This design comes from an exercise in tuning for small area and a short achievable clock period on the open sky130 flow, not from production work. At most, simulation tests tie the RTL to the original design; equivalence was not proved. Power is estimated from default activity; no workload was simulated.

main:
==> flow/design.v (excerpt) <==
module ColorDetect(
    input reset_n,
    input clk,
    input enable,
    input [23:0] DATA_IN,
    input DATA_IN_VALID,
    input [10:0] X_VALUE,
    input [9:0] Y_VALUE,
    input [1:0] COLOR,
    input [31:0] FRAME_WAIT,
    output [31:0] COORDINATE,
    output READY
    );
Size in the first run: ~2900 cells after synthesis, about 110 flip-flops, about 120 I/O pins, roughly 17000 um^2 of cells after synthesis.
==> module CentroidStart, before the edit <==
module CentroidStart #(parameter W = 11, parameter K0 = 4) (
    input [W-1:0] q,
    input [19:0] r,
    input [W-1:0] v,
    input take,
    input [19:0] d,
    output neg,
    output [19:0] part,
    output [W-1:K0] qhi
    );
    wire [20:0] o1 = {1'b0, r};
    wire [20:0] o2 = {{(21-W){1'b0}}, v & {W{take}}};
    wire [20:0] o3 = {{(21-W){1'b1}}, ~(q & {W{take}})};
    wire [20:0] cs = o1 ^ o2 ^ o3;
    wire [20:0] cc = (o1 & o2) | (o1 & o3) | (o2 & o3);
    wire [20:0] n;
    wire co;
    RippleAdd #(.N(21)) add (.a(cs), .b({cc[19:0], 1'b0}), .ci(1'b1), .s(n), .co(co));
    assign neg = n[20];
    wire [19:0] m = n[19:0] ^ {20{neg}};
    wire [W:0] a [K0:W];
    assign a[W] = m[W:0];
    genvar i;
    generate
        for (i = W - 1; i >= K0; i = i - 1) begin : stage
            DivStage #(.W(W), .I(i)) st (.a(a[i+1]), .d(d), .an(a[i]), .qb(qhi[i]));
        end
    endgenerate
    assign part = {m[19:W+1], a[K0]};
endmodule
==> module CentroidFinish, before the edit <==
module CentroidFinish #(parameter W = 11, parameter K0 = 4) (
    input [W-1:0] q0,
    input neg,
    input [19:0] part,
    input [W-1:K0] qhi,
    input [19:0] d,
    output [W-1:0] q,
    output [19:0] r
    );
    wire [W:0] a [0:K0];
    wire [K0-1:0] qlo;
    assign a[K0] = part[W:0];
    genvar i;
    generate
        for (i = K0 - 1; i >= 1; i = i - 1) begin : stage
            DivStage #(.W(W), .I(i)) st (.a(a[i+1]), .d(d), .an(a[i]), .qb(qlo[i]));
        end
    endgenerate
    wire [19:0] p = {part[19:W+1], a[1]};
    wire [19:0] f0;
    wire ge0;
    RippleSub #(.N(20)) sub0 (.a(p), .b(d), .f(f0), .ge(ge0));
    wire [19:0] t0 = p ^ f0;
    wire [19:0] u;
    wire cu;
    RippleAdd #(.N(20)) add2 (.a({d[18:0], 1'b0}), .b(~p), .ci(1'b0), .s(u), .co(cu));
    assign qlo[0] = ge0;
    assign r = neg ? (ge0 ? u : ~t0) : (p ^ (f0 & {20{ge0}}));
    wire [W-1:0] quo = {qhi, qlo};
    wire cq;
    RippleAdd #(.N(W)) addq (.a(q0), .b(quo ^ {W{neg}}), .ci(1'b0), .s(q), .co(cq));
endmodule
==> flow/config.mk <==
export PLATFORM = sky130hd
export DESIGN_NAME = ColorDetect
export DESIGN_NICKNAME = ColorDetect
export VERILOG_FILES = /design/flow/design.v
export SDC_FILE = /design/flow/constraint.sdc
export NUM_CORES = 4
export LEC_CHECK = 0
export ABC_AREA = 1
export CAP_MARGIN = 20
export CORE_MARGIN = 2
export CORE_UTILIZATION = 40
export SLEW_MARGIN = 20
==> flow/constraint.sdc <==
create_clock -name core_clock -period 100.0 [get_ports {clk}]
set_input_delay 20.0000 -clock core_clock [delete_from_list [all_inputs] [get_ports {clk}]]
set_output_delay 20.0000 -clock core_clock [all_outputs]
set_load 0.01 [all_outputs]
standard.sh (not shown) runs the stock make flow with config.mk's settings and CLKGATE_MAP_FILE= SYNTH_SCRIPT=/design/flow/synth_recipe.tcl, a recipe that flattens the netlist after the stock synthesis.
==> flow/flow/run.sh <==
#!/bin/bash
# Standard layout, except: synthesis leaves adders to ABC (no full-adder
# cells), timing repair aims at a shorter period than the clock's (a larger
# setup slack margin), and the port buffers are buf_2 cells.
set -euo pipefail
export BUFFER_PORTS_ARGS="-buffer_cell sky130_fd_sc_hd__buf_2"
bash standard.sh "ADDER_MAP_FILE=" "SETUP_SLACK_MARGIN=66" "BUFFER_PORTS_ARGS=-buffer_cell sky130_fd_sc_hd__buf_2" finish > standard.log 2>&1
main: no failed stages, no open violations at the end
For the feature branch, these inputs were changed with respect to main:
diff --git a/flow/design.v b/flow/design.v
--- a/flow/design.v
+++ b/flow/design.v
@@ -174,11 +174,11 @@
     wire [20:0] cc = (o1 & o2) | (o1 & o3) | (o2 & o3);
     wire [20:0] n;
     wire co;
     RippleAdd #(.N(21)) add (.a(cs), .b({cc[19:0], 1'b0}), .ci(1'b1), .s(n), .co(co));
     assign neg = n[20];
-    wire [19:0] m = n[19:0] ^ {20{neg}};
+    wire [19:0] m = {n[19:W] & {(20-W){~neg}}, n[W-1:0] ^ {W{neg}}};
     wire [W:0] a [K0:W];
     assign a[W] = m[W:0];
     genvar i;
     generate
         for (i = W - 1; i >= K0; i = i - 1) begin : stage
@@ -208,14 +208,14 @@
     wire [19:0] p = {part[19:W+1], a[1]};
     wire [19:0] f0;
     wire ge0;
     RippleSub #(.N(20)) sub0 (.a(p), .b(d), .f(f0), .ge(ge0));
     wire [19:0] t0 = p ^ f0;
-    wire [19:0] u;
+    wire [W:0] u;
     wire cu;
-    RippleAdd #(.N(20)) add2 (.a({d[18:0], 1'b0}), .b(~p), .ci(1'b0), .s(u), .co(cu));
+    RippleAdd #(.N(W+1)) add2 (.a({d[W-1:0], 1'b0}), .b(~p[W:0]), .ci(1'b0), .s(u), .co(cu));
     assign qlo[0] = ge0;
-    assign r = neg ? (ge0 ? u : ~t0) : (p ^ (f0 & {20{ge0}}));
+    assign r = neg ? (ge0 ? {{(19-W){1'b0}}, u} : ~t0) : (p ^ (f0 & {20{ge0}}));
     wire [W-1:0] quo = {qhi, qlo};
     wire cq;
     RippleAdd #(.N(W)) addq (.a(q0), .b(quo ^ {W{neg}}), .ci(1'b0), .s(q), .co(cq));
 endmodule
Findings:
In the reports for the feature branch and main, the larger maximum net fanout on the critical path belongs to the feature branch.
In the metrics for the feature branch and main, the one carrying the higher mean instance size in the synthesized netlist is the feature branch.
Maximum operating frequency in the feature branch vs main: down about 0.64%
In the tables for the feature branch and main, global-route usage reads lower with the feature branch.
From main to the feature branch the numbers moved as follows: wire length per cell shows a reduction of about 5%, final routed wirelength across all metal layers went down by about 11%, power consumed by the clock network saw a decrease, final critical path time including I/O delays and setup went up 0.22 ns.
Between main and the feature branch, via count decreased.
Looking at clock group share of total power, the feature branch sits 1.6 points lower than main does.
Between main and the feature branch, the utilization does not differ in any meaningful way.
No functional check of the RTL was part of main.

[what the ideal ports hide]
In the flow no input, the clock included, has a driving cell. The finished layouts below were timed again as built, in two steps. Step 1 (the two cells are an assumption about what drives the block):
set clk [get_ports {clk}]
set_driving_cell -lib_cell sky130_fd_sc_hd__clkbuf_16 $clk
set_driving_cell -lib_cell sky130_fd_sc_hd__buf_2 [delete_from_list [all_inputs] $clk]
Step 2 adds t to the input delays and takes it off the output delays; t is the mean of the earliest and latest rising clock arrival at the registers after step 1. Input paths then give back, and output paths get back, about the clock's delay inside the block. a / b / c = no drivers / after step 1 / after step 2; a / b = the first two.
run	t, ns	setup WS [ns]	worst slew at a driven data input, ns	cell pins on the clock port's net
main	0.515	66.753 / 66.698 / 66.955	0.04	1
the feature branch	0.502	66.537 / 66.485 / 66.921	0.04	1
After both steps setup and hold are still met in every run listed.
